Background: an optimization exercise with open tools, aiming at small area and a short achievable clock period. Do not read the settings as production practice. Function was checked by simulation only, so behaviour that the tests miss may differ from the original. Power figures rest on the tool's default switching activity, not on a simulated workload.

==> flow/design.v <==
module comp_64(
    input wire [64-1:0] ina,
    input wire clk,
    input wire rst_n,
    output wire [64-1:0] result,
    output reg ready_n);
    reg [64-1:0] rega;
    reg rst_n_add;
    wire ready_n_add;
    reg [2-1:0] status;
    add_64 add_64(~rega, 64'd1, clk, rst_n_add, result, ready_n_add);
    always @(posedge clk) begin
        if (!rst_n) begin
            rega <= ina;
            rst_n_add <= 0;
            ready_n <= 1;
            status <= 0;
        end else begin
            if (status == 0) begin
                if (!rst_n_add) begin
                    rst_n_add <= 1;
                    status <= 1;
                end
            end else if (status == 1) begin
                if (!ready_n_add) begin
                    status <= 2;
                end
            end else begin
                ready_n <= 0;
            end
        end
    end
endmodule
module add_64(
    input  wire [64-1:0] ina, inb,
    input  wire clk,
    input  wire rst_n,
    output reg [64-1:0] result,
    output reg ready_n);
    reg  [4-1:0] count;
    reg  status;
    reg [64-1:0] rega, regb;
    wire [9-1:0] res;
    reg  [8-1:0] a,b;
    reg carry;
    assign res = a + b + carry;
    always @(posedge clk) begin
        if (!rst_n) begin
            count  <= 0;
            status <= 0;
            result <= 0;
            carry  <= 0;
	        rega   <= ina;
	        regb   <= inb;
            a      <= ina[8-1:0];
            b      <= inb[8-1:0];
            ready_n <= 1;
        end else begin
            if (status >= 1'd1) begin
                ready_n <= 0;
            end else if (status >= 1'd0) begin
                if (count <= 4'd7) begin
                    a <= (rega >> (8*(count+1)));
                    b <= (regb >> (8*(count+1)));
                    carry <= res[9-1];
                    count <= count + 1;
                    case (count)
                        4'd0 : result[8-1:0]   <= res[8-1:0];
                        4'd1 : result[16-1:8]  <= res[8-1:0];
                        4'd2 : result[24-1:16] <= res[8-1:0];
                        4'd3 : result[32-1:24] <= res[8-1:0];
                        4'd4 : result[40-1:32] <= res[8-1:0];
                        4'd5 : result[48-1:40] <= res[8-1:0];
                        4'd6 : result[56-1:48] <= res[8-1:0];
                        4'd7 : begin 
                            result[64-1:56] <= res[8-1:0];
                            status <= status + 1;
                        end
                        default : begin end
                    endcase
                end else begin
                end
            end
        end
    end
endmodule
module sub_64(
    input  wire [64-1:0] ina, inb,
    input  wire clk,
    input  wire rst_n,
    output wire [64-1:0] result,
    output reg ready_n);
    reg  [2-1:0] status;
    reg [64-1:0] rega, regb;
    wire [64-1:0] compb;
    reg rst_n_comp, rst_n_add;
    wire ready_n_comp, ready_n_add;
    comp_64 comp_64(regb, clk, rst_n_comp, compb, ready_n_comp);
    add_64  add_64(rega, compb, clk, rst_n_add, result, ready_n_add);
    always @(posedge clk) begin
        if (!rst_n) begin 
            rst_n_comp <= 0;
            rst_n_add <= 0;
            status <= 0;
	        rega <= ina;
	        regb <= inb;
            ready_n <= 1;
        end else begin
            case (status)
                2'd0 : begin
                    if (!rst_n_comp) begin
                        rst_n_comp <= 1;
                        status <= status + 1;
                    end
                end
                2'd1 : begin
                    if (!ready_n_comp) begin
                        rst_n_add <= 1;
                        status <= status + 1;
                    end 
                end
                2'd2 : begin
                    if (!ready_n_add) begin
                        status <= status + 1;
                    end
                end
		        default : begin
                    ready_n <= 0;
                end
	        endcase
        end
    end
endmodule
module mul_648(
    input wire [64-1:0] ina,
    input wire [8-1:0]  inb,
    input wire clk,
    input wire rst_n,
    output reg [72-1:0] result,
    output reg ready_n);
    reg [64-1:0] rega;
    reg [8-1:0]  regb;
    reg [4-1:0]  count;
    reg [8-1:0]  calca;
    always @(posedge clk) begin
        if (!rst_n) begin
            result <= 0;
            count <= 0;
            rega <= ina;
            regb <= inb;
            ready_n <= 1;
            calca <= ina;
        end else begin
            if (count >= 4'd9) begin
                ready_n <= 0;
            end else begin
                calca <= (ina >> 8*(count+1));
                result <= result + ((calca*regb) << 8*count);
                count  <= count + 1;
            end
        end
    end
endmodule
module mul_328(
    input wire [32-1:0] ina,
    input wire [8-1:0]  inb,
    input wire clk,
    input wire rst_n,
    output reg [40-1:0] result,
    output reg ready_n);
    reg [32-1:0] rega;
    reg [8-1:0]  regb;
    reg [4-1:0]  count;
    reg [8-1:0]  calca;
    always @(posedge clk) begin
        if (!rst_n) begin
            result <= 0;
            count <= 0;
            rega <= ina;
            regb <= inb;
            ready_n <= 1;
            calca <= ina;
        end else begin
            if (count >= 4'd5) begin
                ready_n <= 0;
            end else begin
                calca <= (ina >> 8*(count+1));
                result <= result + ((calca*regb) << 8*count);
                count  <= count + 1;
            end
        end
    end
endmodule
module mul_3232(
    input wire [32-1:0] ina, inb,
    input wire clk,
    input wire rst_n,
    output reg [64-1:0] result,
    output reg ready_n);
    reg [32-1:0] rega, regb;
    reg [8-1:0]  calcb;
    reg [4-1:0]  count;
    wire ready_n_328; 
    reg  finish_328;  
    reg rst_n_328;
    wire [40-1:0] res_328;
    mul_328 mul_328(rega, calcb, clk, rst_n_328, res_328, ready_n_328);
    always @(posedge clk) begin
        if (!rst_n) begin
            result <= 0;
            rega <= ina;
            regb <= inb;
            calcb <= inb;
            ready_n <= 1;
            rst_n_328 <= 0;
            count <= 0;
            finish_328 <= 0;
        end else begin
            if (count >= 4'd4) begin
                ready_n <= 0;
            end else begin
                if (finish_328) begin  
                    result <= result + (res_328 << 8*(count));
                    count <= count + 1;
                    calcb <= (regb >> 8*(count+1));
                    rst_n_328 <= 0;
                    finish_328 <= 0;
                end else begin  
                    rst_n_328 <= 1;
                    if (!ready_n_328 & rst_n_328) begin
                        finish_328 <= 1;
                    end
                end
            end
        end
    end 
endmodule
module mul_6464(
    input wire [64-1:0] ina, inb,
    input wire clk,
    input wire rst_n,
    output reg [128-1:0] result,
    output reg ready_n);
    reg [64-1:0] rega, regb;
    reg [8-1:0]  calcb;
    reg [4-1:0]  count;
    wire ready_n_648; 
    reg  finish_648;  
    reg rst_n_648;
    wire [72-1:0] res_648;
    mul_648 mul_648(rega, calcb, clk, rst_n_648, res_648, ready_n_648);
    always @(posedge clk) begin
        if (!rst_n) begin
            result <= 0;
            rega <= ina;
            regb <= inb;
            calcb <= inb;
            ready_n <= 1;
            rst_n_648 <= 0;
            count <= 0;
            finish_648 <= 0;
        end else begin
            if (count >= 4'd8) begin
                ready_n <= 0;
            end else begin
                if (finish_648) begin  
                    result <= result + (res_648 << 8*(count));
                    count <= count + 1;
                    calcb <= (regb >> 8*(count+1));
                    rst_n_648 <= 0;
                    finish_648 <= 0;
                end else begin  
                    rst_n_648 <= 1;
                    if (!ready_n_648 & rst_n_648) begin
                        finish_648 <= 1;
                    end
                end
            end
        end
    end 
endmodule
module div_binary(
    input wire [64-1:0] a,b,
    input wire clk,
    input wire rst_n,
    output reg [64-1:0] q, r,
    output reg ready_n);
    reg [64-1:0] rega, regb;
    wire [8-1:0] sizea, sizeb;
    reg [2-1:0] status;
    reg rst_n_sizea, rst_n_sizeb, rst_n_sub;
    reg run_module;
    reg [8-1:0] i;
    wire [64-1:0] res_sub;
    wire ready_n_sizea, ready_n_sizeb, ready_n_sub;
    wire [64-1:0] regbshift;
    assign regbshift = regb << (i-sizeb);
    size_64 sizea_64(rega, clk, rst_n_sizea, sizea, ready_n_sizea);
    size_64 sizeb_64(regb, clk, rst_n_sizea, sizeb, ready_n_sizeb);
    sub_64  sub_64(rega, regbshift,clk, rst_n_sub, res_sub, ready_n_sub);
    always @(posedge clk) begin
        if (!rst_n) begin
            rega <= a;
            regb <= b;
            status <= 0;
            run_module <= 0;
            rst_n_sizea <= 0;
            rst_n_sizeb <= 0;
            rst_n_sub <= 0;
            ready_n <= 1;
            q <= 0;
            r <= a;
            i <= 0;
        end else begin
            if (status == 0) begin
                if (run_module == 0) begin
                    rst_n_sizea <= 1;
                    rst_n_sizeb <= 1;
                    run_module <= 1;
                end else if (!ready_n_sizea & !ready_n_sizeb) begin
                    if (sizea >= sizeb) begin
                        status <= 1;
                        run_module <= 0;
                        i <= sizea;
                    end else begin
                        status <= 2;
                        q <= 0;
                        r <= rega;
                        run_module <= 0;
                    end
                end else begin end
            end else if (status == 1) begin
                if (run_module == 0) begin
                    rst_n_sub <= 1;
                    run_module <= 1;
                    q <= q << 1;
                end else if (!ready_n_sub) begin
                    run_module <= 0;
                    i <= i - 1;
                    if (i <= sizeb) begin
                        status <= 2;
                    end else begin 
                        status <= 1;
                        rst_n_sub <= 0;
                    end
                    if (res_sub[63] == 0) begin
                        rega <= res_sub;
                        q   <= q + 1;
                        r   <= res_sub;
                    end else begin end
                end else begin end
            end else begin
               ready_n <= 0;  
            end
        end
    end
endmodule
module size_64(
    input wire [64-1:0] a,
    input wire clk,
    input wire rst_n,
    output reg [8-1:0] size,  
    output reg ready_n);
    reg [2-1:0] status;
    always @(posedge clk) begin
        if (!rst_n) begin
            size <= 0;
            ready_n <= 1;
        end else begin
            if ((a >> size) != 0) begin 
                size <= size + 1;
            end else begin
                ready_n <= 0;
            end
        end
    end
endmodule
module create_d(
    input wire [64-1:0] e,
    input wire [64-1:0] L,
    input wire clk,
    input wire rst_n,
    output reg [64-1:0] D,
    output reg ready_n);
    reg [64-1:0] r, r_n, d, d_n;
    wire [64-1:0] q, r_nn, d_nn, dnq;  
    wire [128-1:0] dnq_128;
    assign dnq = dnq_128[64-1:0];
    reg end_calc, wait_n;
    reg rst_n_div, rst_n_mul, rst_n_sub;
    wire ready_n_div, ready_n_mul, ready_n_sub;
    reg Istate, Astate, Dstate, Mstate, Sstate;  
    reg first_step_n;
    div_binary div_binary(r, r_n, clk, rst_n_div, q, r_nn, ready_n_div);
    mul_6464 mul_6464(d_n, q, clk, rst_n_mul, dnq_128, ready_n_mul);
    sub_64 sub_64(d, dnq, clk, rst_n_sub, d_nn, ready_n_sub);
    always @(posedge clk) begin
        if (!rst_n) begin
            r <= 0;
            r_n <= 0;
            d <= 0;
            d_n <= 0;
            d <= 0;
            ready_n <= 1;
            end_calc <= 0;
            wait_n <= 1;
            rst_n_div <= 0;
            rst_n_mul <= 0;
            rst_n_sub <= 0;
            first_step_n <= 0;
            Istate <= 1;
            Astate <= 0;
            Dstate <= 0;
            Mstate <= 0;
            Sstate <= 0;
        end else begin
            if (Istate) begin
                if (!end_calc) begin
                    Istate <= 0;
                    Astate <= 1;
                end else begin
                    Istate <= 1;
                end
            end else if (Astate) begin
                if (!first_step_n) begin
                    r <= e;
                    r_n <= L;
                    d <= 1;
                    d_n <= 0;
                    first_step_n <= 1;
                end else begin
                    r <= r_n;
                    r_n <= r_nn;
                    d <= d_n;
                    d_n <= d_nn;
                end
                Astate <= 0;
                Dstate <= 1;
                rst_n_div <= 0;
            end else if (Dstate) begin
                if (wait_n) begin  
                    rst_n_div <= 1;
                    wait_n <= 0;
                end else begin
                    if (!ready_n_div) begin
                    rst_n_mul <= 0;
                    Dstate <= 0;
                    Mstate <= 1;
                    wait_n <= 1;
                    end
                end
            end else if (Mstate) begin
                if (wait_n) begin  
                    rst_n_mul <= 1;
                    wait_n <= 0;
                end else begin
                    if (!ready_n_mul) begin
                    rst_n_sub <= 0;
                    Mstate <= 0;
                    Sstate <= 1;
                    wait_n <= 1;
                    end
                end
            end else if (Sstate) begin
                if (wait_n) begin  
                    rst_n_sub <= 1;
                    wait_n <= 0;
                end else begin
                    if (!ready_n_sub) begin
                        if (r_n == 0) begin
                            Sstate <= 0;
                            Istate <= 1;
                            wait_n <= 1;
                            ready_n <= 0;
                            if (d[63] == 0) begin
                                D <= d;
                            end else begin
                                D <= d + L;
                            end
                        end else begin
                            Sstate <= 0;
                            Astate <= 1;
                            wait_n <= 1;
                            end_calc <= 1;
                        end
                    end
                end
            end else begin  
                Istate <= 0;
                Astate <= 0;
                Dstate <= 0;
                Mstate <= 0;
                Sstate <= 0;
            end
        end
    end
endmodule
==> flow/config.mk <==
export PLATFORM = sky130hd
export DESIGN_NAME = create_d
export DESIGN_NICKNAME = create_d
export VERILOG_FILES = /design/flow/design.v
export SDC_FILE = /design/flow/constraint.sdc
export NUM_CORES = 4
export LEC_CHECK = 0
export CAP_MARGIN = 20
export CORE_MARGIN = 2
export CORE_UTILIZATION = 40
export SLEW_MARGIN = 20
==> flow/run.sh <==
#!/bin/bash
# synth_recipe.tcl (not shown) runs the flow's synth.tcl, then flattens the netlist and writes it again
# the make line also repeats each setting of config.mk as NAME=value (left out here)
make -C /OpenROAD-flow-scripts/flow DESIGN_CONFIG=/design/flow/config.mk WORK_HOME=/design/flow/orfs CLKGATE_MAP_FILE= SYNTH_SCRIPT=/design/flow/synth_recipe.tcl finish
==> flow/constraint.sdc <==
create_clock -name core_clock -period 10.0 [get_ports {clk}]
set_input_delay 2.0000 -clock core_clock [delete_from_list [all_inputs] [get_ports {clk}]]
set_output_delay 2.0000 -clock core_clock [all_outputs]
set_load 0.01 [all_outputs]
==> impl_metrics.env <==
export IMPL_rsz0062_at_grt="false"
export IMPL_gp_congestion=0.979
export IMPL_cp_arrival_ps=9320
export IMPL_drive_above_1_share_pct=9.62
export IMPL_ys_warn_count=10
export IMPL_htreeDepth=4
export IMPL_clk_path_buf_depth=4
export IMPL_slew_violations=0
export IMPL_io_buffers=194
export IMPL_clock_fmax_mhz=116
export IMPL_crit_type="flop to flop"
export IMPL_dp_hpwl_mm=256
export IMPL_wl_mm=356
export IMPL_worst_skew_pair_late_latency_ps=920
export IMPL_seq_area_frac_synth_pct=49.2
export IMPL_wl_per_cell_microns=26.3
export IMPL_cts_hold_fix_buffers=0
export IMPL_finalInstanceArea_sq_um=116000
export IMPL_synth_area_sq_um=104000
export IMPL_initialDrtViolationCount=8495
export IMPL_setup_tns_ps=0
export IMPL_final_setup_viol_count=0
export IMPL_numCtsBuffers=216
export IMPL_grt_pass1_wl_mm=522
export IMPL_cp_common_cell="a21oi_1"
export IMPL_finalCritPeriodShare_pct=86.3
export IMPL_critPathMaxFanout=10
export IMPL_skew_ps=124
export IMPL_hold_violations=0
export IMPL_cp_start_kind="flop"
export IMPL_nets=10385
export IMPL_netlist_instances=10086
export IMPL_first_pass_iters=9
export IMPL_antenna_found_initial=24
export IMPL_p_per_area_nw_per_um2=159
export IMPL_placedInstanceArea_sq_um=109000
export IMPL_regArea_sq_um=51300
export IMPL_fill_cells=24245
export IMPL_multi_input_area_sq_um=49000
export IMPL_status="timing/DRC/antenna clean"
export IMPL_cts_tree="built"
export IMPL_vias=81152
export IMPL_root_buffer="clkbuf_16"
export IMPL_synth_edf_count=1168
export IMPL_dieArea_sq_um=264000
export IMPL_die_h_microns=514
export IMPL_die_w_microns=514
export IMPL_worst_pin_slew_ps=1230
export IMPL_crit_slowest_cell="edfxtp_1"
export IMPL_syn_area_per_cell_sq_um=10.3
export IMPL_area_delta_synth_final_pct=11.3
export IMPL_vias_per_cell=6.01
export IMPL_maxCapViolations=0
export IMPL_post_cts_buffers=0
export IMPL_drc=0
export IMPL_floorplan_rows=187
export IMPL_end_kind="flop"
export IMPL_clk_pin_slew_ps=60
export IMPL_num_io_pins=195
export IMPL_async_flop_share_pct=0
export IMPL_drtAntennaViolNets=0
export IMPL_slew_headroom_pct=17.8
export IMPL_overflow=0
export IMPL_period_minus_slack_ps=8630
export IMPL_clkSinkCount=1976
export IMPL_ys_types=110
export IMPL_syn_nets=10554
export IMPL_post_cts_resize_count=0
export IMPL_max_vdd_ir_drop_mv=0.160
export IMPL_core_sq_um=259000
export IMPL_grtUsageTotal_pct=26.1
export IMPL_max_stage_delay_ps=580
export IMPL_p_leak_nw=43.1
export IMPL_min_path_type="flop to flop"
export IMPL_synth_seq_cells=1976
export IMPL_grt_start_max_net_pins=176
export IMPL_grt_pass1_vias=76613
export IMPL_initial_core_util_pct=40.2
export IMPL_synth_flop_cell="edfxtp_1"
export IMPL_required_ps=10690
-- synthesized netlist by cell type, types with 59 or more instances --
library cell  count  area [sq um]
a211oi_1        263          1970
a21o_1          158          1190
a21oi_1         648          3240
a22o_1          136          1190
a31oi_1         140           876
and2_1          131           820
and3_1           59           369
buf_1            82           308
clkbuf_1        544          2040
dfxtp_1         808         16200
edfxtp_1       1168         35100
ha_1            292          3650
inv_1           293          1100
mux2_2          182          2050
mux2i_1         531          5320
mux4_2          173          3900
nand2_1        1167          4380
nand2b_1         62           388
nand3_1         140           701
nand4_1          65           407
nor2_1          868          3260
nor2b_1         105           657
nor3_1          159           796
o211ai_1        123           923
o21ai_0         565          2830
o22ai_1          74           463
xnor2_1         152          1330
xor2_1           84           736
-- path summary, 6_finish.rpt --
path	start	endpoint	slack, ps	cells after the start
worst max-delay path	mul_6464.mul_648.calca[0]	mul_6464.mul_648.result[57]	1370	32
worst min-delay path	sub_64.regb[12]	sub_64.comp_64.rega[12]	370	0
worst max register to register	mul_6464.mul_648.calca[0]	mul_6464.mul_648.result[57]	1370	32
worst min register to register	sub_64.regb[12]	sub_64.comp_64.rega[12]	370	0
-- area by class of cell --
cell class,instances,share of cell area (%)
clock buffers,287,5.15
multi-input cells,7082,42.3
inverters,310,1.03
clock inverters,110,1.00
repair buffers,331,2.58
well taps,3402,3.67
diodes,12,0.0259
flip-flops and latches,1976,44.3
-- logic make-up after synthesis --
| logic type | synth area share, % |
|---|---|
| simple gates | 12.6 |
| compound gates | 16.8 |
| flops | 49.2 |
| buf+inv | 4.00 |
| mux | 11.0 |
| fa+ha+maj | 4.39 |
| xor+xnor | 1.99 |
-- routing by layer --
layer / vias up / global-route usage [%] / routed length (microns)
met1: 40288 / 36.5 / 155000
met3: 597 / 3.13 / 23200
met5: - / 0 / 11
met4: 2 / 10.0 / 15100
met2: 3250 / 41.3 / 162000
li1: 37015 / - / -
-- through the flow --
stage	hold slack (ps)	setup slack [ps]	utilization [%]	instances	total power [W]
global placement	401	1390	41.9	13100	0.0104
detailed placement	405	1470	41.9	13100	0.0104
floorplan	369	2810	-	10086	0.00990
global route	370	888	44.7	13503	0.0190
finish	372	1370	44.7	13510	0.0184
CTS	361	1400	44.7	13497	0.0185
-- power breakdown --
part,switching (W),internal (W)
clock network,0.00337,0.00471
registers,0.000237,0.00882
logic,0.000778,0.000471
total,0.00438,0.0140
-- cells in the final DEF, fill, tap and decap left out, types with 65 or more instances in the layout --
master,synthesis,final
mux2i_1,531,531
nand4_1,65,65
a21o_1,158,157
ha_1,292,291
clkbuf_16,0,222
buf_4,15,135
nand3_1,140,140
dfxtp_1,808,788
o22ai_1,74,74
xnor2_1,152,141
nor3_1,159,155
nor2b_1,105,104
a22o_1,136,136
o211ai_1,123,123
nor2_1,868,857
o21ai_0,565,563
mux2_2,182,182
a21oi_1,648,647
a211oi_1,263,263
a31oi_1,140,140
clkdlybuf4s50_1,0,194
xor2_1,84,79
and2_1,131,131
edfxtp_1,1168,1168
mux4_2,173,173
nand2_1,1167,1163
inv_1,293,285
-- worst max-delay path: cells and delay by family (launching register included) --
kind                       cells  cell delay, ps
AOI/OAI and AO/OA             18            4080
muxes                          1             210
adders and majority gates      6            2450
DFF                            1             580
xor gates and xnor gates       2             490
and+or+nand+nor                3             560
buffers and inverters          2              90

## separate check: timing with driven ports
In the flow no input, the clock included, has a driving cell. The finished layout below was timed again as built, in two steps.
Step 1: set_driving_cell puts a clkbuf_16 on clk and a buf_2 on each other input, an assumption about the parent block.
Step 2 adds t to the input delays and takes it off the output delays; t is the mean of the earliest and latest rising clock arrival at the registers after step 1. Input paths then give back, and output paths get back, about the clock's delay inside the block.
a / b / c = ideal / step 1 / step 2; a / b = the first two.
t (ns): 0.950
slack for setup (ns): 1.370 / 1.370 / 1.370
worst data-port slew with drivers (ns): 0.17
cell pins on the clock port's net: 1
After both steps setup and hold are still met in this run. For this run, drivers alone change the setup slack by 0.000 ns; drivers and shift together by 0.000 ns.
